What follows belongs to an exercise in optimizing a design on an open flow for small area; a production flow would make more cautious choices.
In this exercise RTL edits were held to simulation tests only and were not proved equivalent to the original.
No driver is modelled on the clock port, so clocking that relies on it looks cheaper here than on a real chip.
Power and IR drop assume default switching activity.

**flow/design.v**
```verilog
`timescale 1ns / 1ps
module fbsbdecoder(
    input pclk,
    input resetn,
    input rx,
    output [7:0] data_o,
    output dataValid,
    output sample,
    output parity_out
    );
    localparam [4:0] SH0 = 5'd1,  SH4 = 5'd5,  IDLE = 5'd0;
    localparam [4:0] SL0 = 5'd9,  SL4 = 5'd13, PEND = 5'd8;
    localparam [4:0] D0  = 5'd16, D7  = 5'd23, D8 = 5'd24, VER = 5'd25;
    reg [1:0] sync;
    reg [4:0] st;
    reg [5:0] cnt;
    reg       half;
    reg [1:0] vote;
    reg [4:0] dd;
    reg [10:0] h;
    reg [7:0] data;
    reg       par, pp;
    wire idle  = (st == IDLE);
    wire pend  = (st == PEND);
    wire scls  = ~st[4] & (st[2:0] != 3'd0) & ~(st[2] & st[1]);    
    wire dcls  = st[4] & ~(st[3] & st[0]);                
    wire ver   = (st == VER);
    wire lastg = st[2] & st[0];                           
    wire low   = st[3];                                   
    wire stuck = ~|h[10:9];
    assign sample = (scls & (dd == 5'd0)) | (dcls & (dd[4:2] == 3'd0) & ~(dd[1] & dd[0]));
    wire ev    = sample & (dd == 5'd0);                   
    wire cap   = sample;
    wire rxs   = sync[1];
    wire v3    = (vote == 2'd3);
    wire sdec  = scls & (cnt[2:0] == (lastg ? 3'd4 : 3'd5));
    wire spass = low ? ~v3 : (lastg ? vote[1] : v3);
    wire ddec  = dcls & ~half & (dd == 5'd24);
    wire ppdec = (st == D8) & half & (dd == 5'd0);
    wire last  = (cnt == 6'd35);
    wire sixth = dcls & half & (dd == 5'd0) & (st != D8);
    wire tmode = idle | ((st == SH0) & (cnt[2:0] == 3'd0));
    wire vb    = rxs ^ (dcls & ~half);
    wire [1:0] vinc = (vote == 2'd3) ? 2'd3 : vote + {1'b0, vb};
    always @(posedge pclk or negedge resetn) begin
        if (~resetn) begin
            sync <= 2'b0;
            st   <= IDLE;
            data <= 8'h0;
            par  <= 1'b0;
            pp   <= 1'b0;
            vote <= 2'd0;
        end else begin
            sync <= {sync[0], rx};
            if (idle) begin
                par <= 1'b0;
                if (&sync) begin
                    st   <= SH0;
                    data <= 8'h0;
                end
            end else if (pend) begin
                if (~|sync) st <= SL0;
            end else if (sdec) begin
                if (spass) st <= lastg ? (low ? D0 : PEND) : st + 5'd1;
                else       st <= (st == SL0) ? SL0 : IDLE;
            end else if (ddec) begin
                if (st == D8) begin
                    st  <= last ? VER : D0;
                end else begin
                    st <= st + 5'd1;
                    data[~st[2:0]] <= vote[1];
                    par <= (st == D0) ? vote[1] : par ^ vote[1];
                end
            end else if (ver) begin
                if (dd == 5'd21) st <= IDLE;
            end
            if (ppdec) pp <= v3;
            if (sdec)
                vote <= 2'd0;
            else if (ddec)
                vote <= (st == D7) ? {1'b0, vote[0]} : 2'd0;
            else if (ver)
                vote <= {1'b0, dd == 5'd21};
            else if (cap)
                vote <= sixth ? {vinc == 2'd3, rxs} : vinc;
            else if (tmode)
                vote <= vote + {1'b0, |vote};
        end
    end
    always @(posedge pclk) begin
        if (idle | pend)
            dd <= 5'd9;
        else if (ev)
            dd <= dcls ? 5'd24 : ((st == SL4) & (cnt[2:0] == 3'd3)) ? 5'd18 : 5'd9;
        else if (~(stuck & (dd == 5'd3)))
            dd <= dd - 5'd1;
        if (idle | pend)
            h <= 11'd737;
        else if (ev & (dcls ? half : (cnt[2:0] == 3'd2)))
            h <= h + 11'd1;
        if (idle | (scls & sdec))
            cnt <= 6'd0;
        else if ((scls & cap) | ((st == D8) & ddec))
            cnt <= cnt + 6'd1;
        if (~dcls)
            half <= 1'b0;
        else if (ev)
            half <= ~half;
    end
    assign data_o     = data;
    assign dataValid  = ((st == D0) & ~half & (dd == 5'd18)) | (tmode & (vote == 2'd3));
    assign parity_out = par ^ pp;
endmodule
```
**flow/flow/run.sh**
```bash
#!/bin/bash
set -euo pipefail
W=$(pwd)
F=$W/flow
# ORFS synth.tcl with the abc call's script swapped for flow/area.abc
sed 's#^  log_cmd abc {\*}\$abc_args#  set abc_args [lreplace $abc_args 1 1 $::env(OWN_ABC_SCRIPT)]\n  log_cmd abc {*}$abc_args#' \
  "$FLOW_HOME/scripts/synth.tcl" > "$W/own_synth_body.tcl"
grep -q OWN_ABC_SCRIPT "$W/own_synth_body.tcl"
sed "s#\$::env(SCRIPTS_DIR)/synth.tcl#$W/own_synth_body.tcl#" "$W/synth_recipe.tcl" > "$W/own_synth.tcl"
grep -q own_synth_body "$W/own_synth.tcl"
export OWN_ABC_SCRIPT=$F/area.abc
export BUFFER_PORTS_ARGS="-buffer_cell sky130_fd_sc_hd__buf_1"
export POST_CTS_TCL=$F/post_cts.tcl
export CTS_ARGS="-sink_clustering_enable -repair_clock_nets -dont_use_dummy_load -buf_list {sky130_fd_sc_hd__clkbuf_8}"
bash "$W/standard.sh" SYNTH_SCRIPT="$W/own_synth.tcl" ADDER_MAP_FILE= finish > "$W/flow_make.log" 2>&1
```
**flow/flow/area.abc**
```
strash
ifraig
scorr
dc2
strash
&get -n
&deepsyn -I 4 -J 200
&put
dc2
strash
&get -n
&dch -f
&nf -R 1000
&put
&get -n
&dch -f
&nf -R 1000
&put
topo
stime -c
```
**flow/flow/post_cts.tcl**
```tcl
estimate_parasitics -placement
proc clk_slew_max {} {
  set m 0.0
  foreach pin [get_pins -of_objects [all_registers] -filter "is_clock==1"] {
    foreach p {slew_max_rise slew_max_fall} {
      set v [get_property $pin $p]
      if {$v > $m} { set m $v }
    }
  }
  return $m
}
set limit 0.112
set sizes {sky130_fd_sc_hd__clkbuf_2 sky130_fd_sc_hd__clkbuf_4 sky130_fd_sc_hd__clkbuf_8 sky130_fd_sc_hd__clkbuf_16}
puts "post_cts: clock pin slew before [clk_slew_max]"
foreach inst [get_cells -filter "ref_name=~sky130_fd_sc_hd__clkbuf_*"] {
  set name [get_full_name $inst]
  if {![string match clkbuf_* $name]} { continue }
  set orig [get_property $inst ref_name]
  foreach s $sizes {
    if {$s eq $orig} { break }
    replace_cell $inst $s
    estimate_parasitics -placement
    if {[clk_slew_max] <= $limit} { puts "post_cts: $name $orig -> $s"; set orig $s; break }
    replace_cell $inst $orig
    estimate_parasitics -placement
  }
}
puts "post_cts: clock pin slew after [clk_slew_max]"
```
**flow/standard.sh**
```bash
#!/bin/bash
# synth_recipe.tcl (not shown) runs the flow's synth.tcl, then flattens the netlist and writes it again
# the make line also repeats each setting of config.mk as NAME=value (left out here)
make -C /OpenROAD-flow-scripts/flow DESIGN_CONFIG=/design/flow/config.mk WORK_HOME=/design/flow/orfs CLKGATE_MAP_FILE= SYNTH_SCRIPT=/design/flow/synth_recipe.tcl "${@:-finish}"
```
**flow/config.mk**
```make
export PLATFORM = sky130hd
export DESIGN_NAME = fbsbdecoder
export DESIGN_NICKNAME = fbsbdecoder
export VERILOG_FILES = /design/flow/design.v
export SDC_FILE = /design/flow/constraint.sdc
export NUM_CORES = 4
export LEC_CHECK = 0
export CAP_MARGIN = 0
export CORE_AREA = 4 4 68 68
export DIE_AREA = 0 0 72 72
export PLACE_DENSITY = 0.6
export SLEW_MARGIN = 0
```
**flow/constraint.sdc**
```tcl
create_clock -name core_clock -period 10.0 [get_ports {pclk}]
set_input_delay 2.0000 -clock core_clock [delete_from_list [all_inputs] [get_ports {pclk}]]
set_output_delay 2.0000 -clock core_clock [all_outputs]
set_load 0.01 [all_outputs]
```
==> results.txt, run 1 <==
outcome timing/DRC/antenna clean; maximum vdd drop between 0.00008 and 0.00009 V; synth warn 1; Power Internal 253.1 uW; Post-synth EDFFs 0; drt pass-1 iters 4; DRT antenna net count 0; Setup crit end sample; Worst Path Max Fanout 13; Psw between 100 and 150 uW; setup ws final ~5.4 ns; # DRC 0; placed inst area slightly above 2000 sq um; Arrival @ worst endpoint 2.63 ns; final WL 4390 microns; Fin. Hold Viols 0; Clock Skew 0.03568 ns; die height 72 microns; Peak Freq 215.8 MHz; worst slew pin tran slightly above 1 ns; largest net degree at the start of global routing 20; number of fill cells in the layout ~380; count of cell types in the netlist 36; Starting Density approximately half; Post-Route Utilization 52.65%; Post-synth ARST share ~45%; first-pass GRT wire length 7659 microns; Main synth FF type dfxtp_1; share of power burned in the clock network 18.7%; Placer Congestion ~1.0; Final TNS setup 0 ns; grt total ovfl 0; routed vias/inst 5.938; clock-pin slew on the worst setup and hold paths 0.11 ns; fin crit period 4.633 ns; R2R Setup Slk 6.47 ns; register area 935.9 sq um; most frequent cells in the layout nor2_1, dfxtp_1, a21oi_1; HP Class register to register; #FFs+latches synth 42; Nets ~250; commonest non-fill, non-tap cell in the layout nor2_1; post-route cell area 2091 sq um; initial antenna violation count 0; post-DR wirelength/cell 15.03 microns; RSZ-0062 raised after global routing false; final std cells w/o fill a little under 300; critical path type register to primary output; RR Startpoint st[1]$_DFFE_PN0P_; Static Leak 0.8303 nW; capturing point of the worst reg2reg path h[10]$_SDFFE_PP0P_; latest clock arrival within the worst-skew pair 0.37 ns; multi-input logic area 987.2 sq um; Seq pwr share 55.4%; # Max-Cap Violations 0; dpl cells approximately 290; Required @ worst endpoint around 8.0 ns; Max-Slew Margin vs Limit between 30% and 40%; FF-to-FF path depth 13; layout cells sized above 1 a little over 2%; CTS tree built; dpl hpwl between 3000 and 4000 microns; Die ar. 5184 sq um; Cells after Synth 224; combinational share of power 25.8%; CTS Sinks 42; placeable core area 3971 sq um; DRT iter0 DRCs 164; final setup vio count 0; worst slack, placed between 5 and 6 ns; Tcrit/Tclk final between 40% and 50%; num ports 14; Cell Area, Synth 1938 sq um; Seq/Total Area, Yosys 48.29%; site row count 23; Setup crit start st[1]$_DFFE_PN0P_; vias in the first global route approximately 1600; Switching Share about a third; Global Route Usage Sum 18.43%; IO Port Bufs 13; max-slew violations 0; ANT cells 0; syn avg cell area roughly 8.7 sq um; post-synthesis net count roughly 230; total number of vias 1734; synth-to-layout area growth 7.876%; Die W 72 microns; CP endpoint kind primary output; Critical Path Start Type register; Pwr Density approximately 190 nW/um^2
worst min-delay path by stage:
stage | start | cells after the start | slack, ns | end
floorplan | sync[0]$_DFF_PN0_ | 0 | 0.38 | sync[1]$_DFF_PN0_
global placement | sync[0]$_DFF_PN0_ | 0 | 0.41 | sync[1]$_DFF_PN0_
detailed placement | sync[0]$_DFF_PN0_ | 0 | 0.41 | sync[1]$_DFF_PN0_
global route | sync[0]$_DFF_PN0_ | 0 | 0.46 | sync[1]$_DFF_PN0_
finish | sync[0]$_DFF_PN0_ | 0 | 0.44 | sync[1]$_DFF_PN0_
power by group through the flow:
stage	Sequential, mW	Combinational [mW]	Clock (mW)
6_report	0.217	0.101	0.0733
5_1_grt	0.221	0.116	0.0859
3_5_place_dp	0.219	0.100	0
3_3_place_gp	0.217	0.0990	0
2_1_floorplan	0.211	0.0780	0
worst max-delay path, stage by stage (launching register included):
cell	delay (ns)
dfrtp_1	0.57
or2_0	0.39
nor2_1	0.09
a2111oi_0	0.71
a41o_1	0.31
buf_1	0.18
synthesized netlist by cell type (2+ instances only):
cell type	number	area, sq um
nor2b_1	4	25.02
xor2_1	7	61.31
a2111oi_0	2	17.52
o31ai_1	3	22.52
dfrtp_1	19	475.5
nor3_1	10	50.05
clkinv_1	4	15.01
a21oi_1	20	100.1
nand2_1	17	63.81
o21ai_0	18	90.09
a21boi_0	2	15.01
a31oi_1	7	43.79
nand3_1	13	65.06
a211oi_1	2	15.01
nor4_1	3	18.77
nand3b_1	4	30.03
dfxtp_1	23	460.4
xnor2_1	2	17.52
nor2_1	30	112.6
and2_0	5	31.28
a21o_1	2	15.01
and3_1	7	43.79
or2_0	2	12.51
nor3b_1	3	22.52
nand4_1	4	25.02
state kept, by name (all words and copies together), names as in the netlist:
name and flops:
cnt 6, data 8, dd 5, h 11, half 1, par 1
pp 1, st 5, sync 2, vote 2
metal layers:
layer | GRT usage (%) | part of all wire, % | vias to the layer above
li1 | - | - | 869
met1 | 23.60 | 45 | 795
met2 | 30.10 | 47 | 58
met3 | 4.986 | 6.0 | 12
met4 | 6.263 | 2.0 | 0
met5 | 0 | 0 | -
layout make-up:
class                           count  share of cell area (%)
Multi-Input combinational cell    178                   47.22
Sequential cell                    42                   44.76
Tap cell                           50                   2.992
Timing Repair Buffer               13                   2.334
Clock buffer                        5                   1.975
Inverter                            4                  0.7181
per-stage QoR:
stage	total power [mW]	hold slack [ns]
floorplan	0.2894	0.3762
global placement	0.3160	0.4053
detailed placement	0.3195	0.4107
global route	0.4222	0.4581
finish	0.3910	0.4423
cells by family after synthesis:
kind of cell              count (synthesis)  share of synthesized area (%)
AOI/OAI and AO/OA                        63                          19.56
and+or+nand+nor                         106                          27.31
DFF                                      42                          48.29
buffers and inverters                     4                         0.7745
xor gates and xnor gates                  9                          4.067
==> run 2, diff against run 1 <==
==> flow/design.v (replaced) <==
`timescale 1ns / 1ps
module fbsbdecoder(
    input pclk,
    input resetn,
    input rx,
    output [7:0] data_o,
    output dataValid,
    output sample,
    output parity_out
    );
    localparam [4:0] SH0 = 5'd8,  SH4 = 5'd12, IDLE = 5'd0, PEND = 5'd13, VER = 5'd14;
    localparam [4:0] SL0 = 5'd24, SL4 = 5'd28, D8 = 5'd29;
    localparam [4:0] D0  = 5'd16, D7  = 5'd23;
    reg [1:0] sync;
    reg [4:0] st, nst;
    reg [5:0] cnt;
    reg       half;
    reg [1:0] vote;
    reg [4:0] dd;
    reg [10:0] h;
    reg [7:0] data;
    reg       par, pp;
    wire idle  = ~st[4] & ~st[3];
    wire pend  = (st == PEND);
    wire scls  = st[3] & ~(st[2] & (st[1] | st[0]));      
    wire d07   = st[4] & ~st[3];                          
    wire d8    = (st == D8);
    wire dcls  = d07 | d8;                                
    wire ver   = (st == VER);
    wire lastg = st[2];                                   
    wire low   = st[4];                                   
    wire stuck = ~|h[10:9];
    assign sample = (scls & (dd == 5'd0)) | (dcls & (dd[4:2] == 3'd0) & ~(dd[1] & dd[0]));
    wire ev    = sample & (dd == 5'd0);                   
    wire cap   = sample;
    wire rxs   = sync[1];
    wire v3    = (vote == 2'd3);
    wire sdec  = scls & (cnt[2:0] == (lastg ? 3'd4 : 3'd5));
    wire spass = low ? ~v3 : (lastg ? vote[1] : v3);
    wire ddec  = dcls & ~half & (dd == 5'd24);
    wire ppdec = d8 & half & (dd == 5'd0);
    wire last  = (cnt == 6'd35);
    wire sixth = d07 & half & (dd == 5'd0);
    wire tmr   = cnt[5] & ~dcls;                          
    wire vb    = rxs ^ (dcls & ~half);
    wire [1:0] vinc = (vote == 2'd3) ? 2'd3 : vote + {1'b0, vb};
    always @(*) begin
        nst = st;
        if (idle) begin
            if (&sync) nst = SH0;
        end else if (pend) begin
            if (~|sync) nst = SL0;
        end else if (sdec) begin
            if (spass) nst = lastg ? (low ? D0 : PEND) : st + 5'd1;
            else       nst = (st == SL0) ? SL0 : IDLE;
        end else if (ddec) begin
            if (d8)                nst = last ? VER : D0;
            else if (st[2:0] == 3'd7) nst = D8;
            else                   nst = st + 5'd1;
        end else if (ver) begin
            if (dd == 5'd21) nst = IDLE;
        end
    end
    always @(posedge pclk or negedge resetn) begin
        if (~resetn) begin
            sync <= 2'b0;
            st[4:3] <= 2'b00;
            data <= 8'h0;
            par  <= 1'b0;
            pp   <= 1'b0;
            cnt[5] <= 1'b0;
        end else begin
            sync <= {sync[0], rx};
            st[4:3] <= nst[4:3];
            if (idle) begin
                par <= 1'b0;
                if (&sync) data <= 8'h0;
            end else if (ddec & d07) begin
                data[~st[2:0]] <= vote[1];
                par <= (st == D0) ? vote[1] : par ^ vote[1];
            end
            if (ppdec) pp <= v3;
            if (tmr)
                cnt[5] <= ~(cnt[3] & cnt[0]);
            else if (idle | sdec)
                cnt[5] <= 1'b0;
            else if ((scls & cap) | (d8 & ddec))
                cnt[5] <= cnt[5] ^ (&cnt[4:0]);
        end
    end
    always @(posedge pclk) begin
        if (idle)
            st[2:0] <= 3'd0;                    
        else
            st[2:0] <= nst[2:0];
        if (idle | pend)
            dd <= 5'd9;
        else if (ev)
            dd <= dcls ? 5'd24 : ((st == SL4) & (cnt[2:0] == 3'd3)) ? 5'd18 : 5'd9;
        else if (~(stuck & (dd == 5'd3)))
            dd <= dd - 5'd1;
        if (idle | pend)
            h <= 11'd737;
        else if (ev & (dcls ? half : (cnt[2:0] == 3'd2)))
            h <= h + 11'd1;
        if (tmr ? (cnt[3] & cnt[0]) : (idle | sdec))
            cnt[4:0] <= 5'd0;
        else if (tmr | (scls & cap) | (d8 & ddec))
            cnt[4:0] <= cnt[4:0] + 5'd1;
        if (idle | sdec)
            vote <= 2'd0;
        else if (ddec)
            vote <= (st == D7) ? {1'b0, vote[0]} : 2'd0;
        else if (cap)
            vote <= sixth ? {vinc == 2'd3, rxs} : vinc;
        if (~dcls)
            half <= 1'b0;
        else if (ev)
            half <= ~half;
    end
    assign data_o     = data;
    assign dataValid  = ((st == D0) & ~half & (dd == 5'd18)) | (tmr & cnt[3] & cnt[0]);
    assign parity_out = par ^ pp;
endmodule
--- a/flow/flow/area.abc
+++ b/flow/flow/area.abc
@@ -4,7 +4,7 @@
 dc2
 strash
 &get -n
-&deepsyn -I 4 -J 200
+&deepsyn -I 8 -J 200
 &put
 dc2
 strash
--- a/flow/config.mk
+++ b/flow/config.mk
@@ -8,5 +8,5 @@
 export CAP_MARGIN = 0
 export CORE_AREA = 4 4 68 68
 export DIE_AREA = 0 0 72 72
-export PLACE_DENSITY = 0.6
+export PLACE_DENSITY = 0.85
 export SLEW_MARGIN = 0
==> run 2 against run 1 <==
Effect of this change:
- still clean on timing, DRC and antenna
- design area fell by 3.8%
- worst setup slack better by 0.27 ns
- clock-buffer cell count did not move
- sequential share of layout area up 0.76 points
- sequential power is essentially flat
- synthesized cell count shrank 1.3%
- die area is the same
- global-route usage is 1.4 points lower
- clock skew shrank 0.0049 ns
- via count down 3.7%
- sequential cell count is the same
- critical path type unchanged
- largest cell class unchanged
- largest power group unchanged
==> results.txt, run 2 <==
post-route cell area 2012 sq um (was 2091 sq um); outcome timing/DRC/antenna clean (unchanged); Final TNS setup 0 ns (unchanged); placed inst area 1971 sq um (was 2049 sq um); maximum vdd drop 0.00009826 V (was 0.00008482 V); WHS 0.4107 ns (was 0.4423 ns); total number of vias 1669 (was 1734); setup ws final 5.635 ns (was 5.367 ns); Starting Density 46.82% (was 48.80%); ordered list of cells on the worst path nor2b_1 > nand2_1 > nand2_1 > nand2_1 > nor2_1 > nand3_1 > o31ai_1 > buf_1 (was or2_0 > nor2_1 > a2111oi_0 > a41o_1 > buf_1); grt total ovfl 0 (unchanged); most frequent cells in the layout nand2_1, nor2_1, dfxtp_1 (was nor2_1, dfxtp_1, a21oi_1); Placer Congestion 0.9046 (was 1.001); count of cell types in the netlist 36 (unchanged); ANT cells 0 (unchanged); Top Registers h x11, data x8, cnt x6 (unchanged); Worst Path Max Fanout 11 (was 13); count leader, synth nand2_1 (was nor2_1); Static Leak 0.7862 nW (was 0.8303 nW); Clock Skew 0.03079 ns (was 0.03568 ns); Arrival @ worst endpoint 2.36 ns (was 2.63 ns); crit-path max cell delay 0.51 ns (was 0.71 ns); Critical Path Start Type register (unchanged); Required @ worst endpoint 8.00 ns (about the same); Tcrit/Tclk final 43.65% (was 46.33%); clock-pin slew on the worst setup and hold paths 0.07 ns (was 0.11 ns); final setup vio count 0 (unchanged); commonest non-fill, non-tap cell in the layout nand2_1 (was nor2_1); syn avg cell area 8.413 sq um (was 8.652 sq um); num ports 14 (unchanged); share of the synthesized area in the top cell type 29.07% (was 24.53%); CTS tree built (unchanged); HP Class register to register (unchanged); drt pass-1 iters 5 (was 4); worst slew pin tran 0.7878 ns (was 1.033 ns); Cell Area, Synth 1859 sq um (was 1938 sq um); synth-to-layout area growth 8.210% (was 7.876%); final WL 3995 microns (was 4390 microns); Peak Freq 229.1 MHz (was 215.8 MHz); routed vias/inst 5.775 (was 5.938); Post-synth EDFFs 0 (unchanged); Die W 72 microns (unchanged); largest net degree at the start of global routing 16 (was 20); Fin. Hold Viols 0 (unchanged); dpl hpwl 2946 microns (was 3261 microns); number of fill cells in the layout 369 (was 376); #FFs+latches synth 42 (unchanged); max FFs per register 11 (unchanged); site row count 23 (unchanged); # Max-Cap Violations 0 (unchanged); Top reg by flops h (unchanged); latest clock arrival within the worst-skew pair 0.38 ns (was 0.37 ns); share of power burned in the clock network 18.1% (was 18.7%); synth warn 1 (unchanged); initial antenna violation count 0 (unchanged); synth cell count leaders nand2_1, nor2_1, dfxtp_1 (was nor2_1, dfxtp_1, a21oi_1); IO Port Bufs 13 (unchanged); Seq pwr share 54.2% (was 55.4%); Max-Slew Margin vs Limit 47.48% (was 31.12%); Post-synth ARST share 35.71% (was 45.24%); Pwr Density 199.5 nW/um^2 (was 187.0 nW/um^2); Post-Route Utilization 50.66% (was 52.65%); multi-input logic area 939.7 sq um (was 987.2 sq um); Seq/Total Area, Yosys 49.26% (was 48.29%); DRT antenna net count 0 (unchanged); combinational share of power 27.7% (was 25.8%); # DRC 0 (unchanged); Max stage delay cell, worst path dfxtp_1 (was a2111oi_0); critical path type register to primary output (unchanged); die height 72 microns (unchanged); RSZ-0062 raised after global routing false (unchanged); first-pass GRT wire length 7086 microns (was 7659 microns); layout cells sized above 1 2.092% (was 2.066%); Power Internal 246.7 uW (was 253.1 uW); max-slew violations 0 (unchanged); Die ar. 5184 sq um (unchanged); vias in the first global route 1615 (was 1634); worst slack, placed 6.090 ns (was 5.830 ns); Psw 154.8 uW (was 137.9 uW); DRT iter0 DRCs 210 (was 164); Synth area leader dfxtp_1 (was dfrtp_1); CTS Sinks 42 (unchanged); register area 915.9 sq um (was 935.9 sq um); CP endpoint kind primary output (unchanged); Synth area leaders dfxtp_1, dfrtp_1, a21oi_1 (was dfrtp_1, dfxtp_1, nor2_1); post-synthesis net count 224 (was 227); Cells after Synth 221 (was 224); Global Route Usage Sum 17.01% (was 18.43%); Main synth FF type dfxtp_1 (unchanged); post-DR wirelength/cell 13.82 microns (was 15.03 microns); Switching Share 38.55% (was 35.27%); most used cell, CP nand2_1; placeable core area 3971 sq um (unchanged); Nets 244 (was 247); fin crit period 4.365 ns (was 4.633 ns)
[run 2: cell count changes after synthesis, sizes merged, moves of 3 or more]
cell	previous run	this run
dfrtp	19	15
xor2	7	4
clkinv	4	1
nand3b	4	1
o21ai	18	21
dfxtp	23	27
a21oi	20	23
a31oi	7	3
nand2	17	29
[run 2: final timing paths]
kind | endpoint | slack, ns | startpoint | cells after the start
worst max-delay path | dataValid | 5.64 | st[0]$_SDFFE_PP0P_ | 8
worst min-delay path | sync[1]$_DFF_PN0_ | 0.41 | sync[0]$_DFF_PN0_ | 0
worst max register to register | cnt[5]$_DFFE_PN0P_ | 6.74 | st[0]$_SDFFE_PP0P_ | 13
worst min register to register | sync[1]$_DFF_PN0_ | 0.41 | sync[0]$_DFF_PN0_ | 0
max in group asynchronous | data[6]$_DFFE_PN0P_ | 7.81 | resetn | 1
min in group asynchronous | data[3]$_DFFE_PN0P_ | 1.67 | resetn | 1
[run 2: through the flow]
| step | cells | power, mW |
|---|---|---|
| final | 289 | 0.4015 |
| after global routing | 289 | 0.4287 |
| after detailed placement | 284 | 0.3282 |
| after global placement | 284 | 0.3236 |
| after floorplan | 221 | 0.2930 |
[run 2: power groups by stage]
| stage | combinational, mW | sequential, mW | clock (mW) |
|---|---|---|---|
| 3_3_place_gp | 0.105 | 0.218 | 0 |
| 3_5_place_dp | 0.109 | 0.219 | 0 |
| 2_1_floorplan | 0.0828 | 0.210 | 0 |
| 6_report | 0.111 | 0.217 | 0.0726 |
| 5_1_grt | 0.126 | 0.220 | 0.0826 |
[run 2: layout make-up]
cell class | instances | area share, %
repair buffers | 13 | 2.425
well taps | 50 | 3.109
multi-input cells | 178 | 46.70
clock buffers | 5 | 2.052
flip-flops and latches | 42 | 45.52
inverters | 1 | 0.1866
[run 2: worst max-delay path, delay by kind of cell (launching register included)]
kind,cells,cell delay [ns]
compound gates,1,0.22
simple gates,6,1.12
flops,1,0.51
buf+inv,1,0.18
[run 2: logic make-up (layout without fill, tap and decap cells)]
group / count (synthesis) / count (layout) / share of synthesized area, %
AND/OR/NAND/NOR: 109 / 109 / 27.73
AO/OA/AOI/OAI: 62 / 62 / 19.52
flip-flops: 42 / 42 / 49.26
XOR/XNOR: 7 / 7 / 3.298
buffers and inverters: 1 / 19 / 0.2017
[run 2: per-layer routing]
layer	wire [microns]	GRT usage [%]
met4	62	6.054
met5	0	0
met2	1896	29.18
met3	225	4.571
met1	1810	20.51

==> port drivers added, routing unchanged <==
How much do the figures lean on ideal ports? The routed layouts below were timed once more, with nothing changed but the port constraints. Step 1 (the two cells are an assumption about what drives the block):
set clk [get_ports {pclk}]
set_driving_cell -lib_cell sky130_fd_sc_hd__clkbuf_16 $clk
set_driving_cell -lib_cell sky130_fd_sc_hd__buf_2 [delete_from_list [all_inputs] $clk]
Step 2 times the ports against the registers' clock, not the clock port: input delays grow and output delays shrink by t, the midpoint of the rising clock arrivals with the driver on. a / b / c = ideal / step 1 / step 2; a / b = the first two.
| run | shift t [ns] | setup WS [ns] | clock arrival spread, ns |
|---|---|---|---|
| run 1 | 0.370 | 5.367 / 5.345 / 5.715 | 0.036 / 0.036 |
| run 2 | 0.382 | 5.635 / 5.614 / 5.995 | 0.031 / 0.031 |
After both steps setup and hold are still met in every run listed.
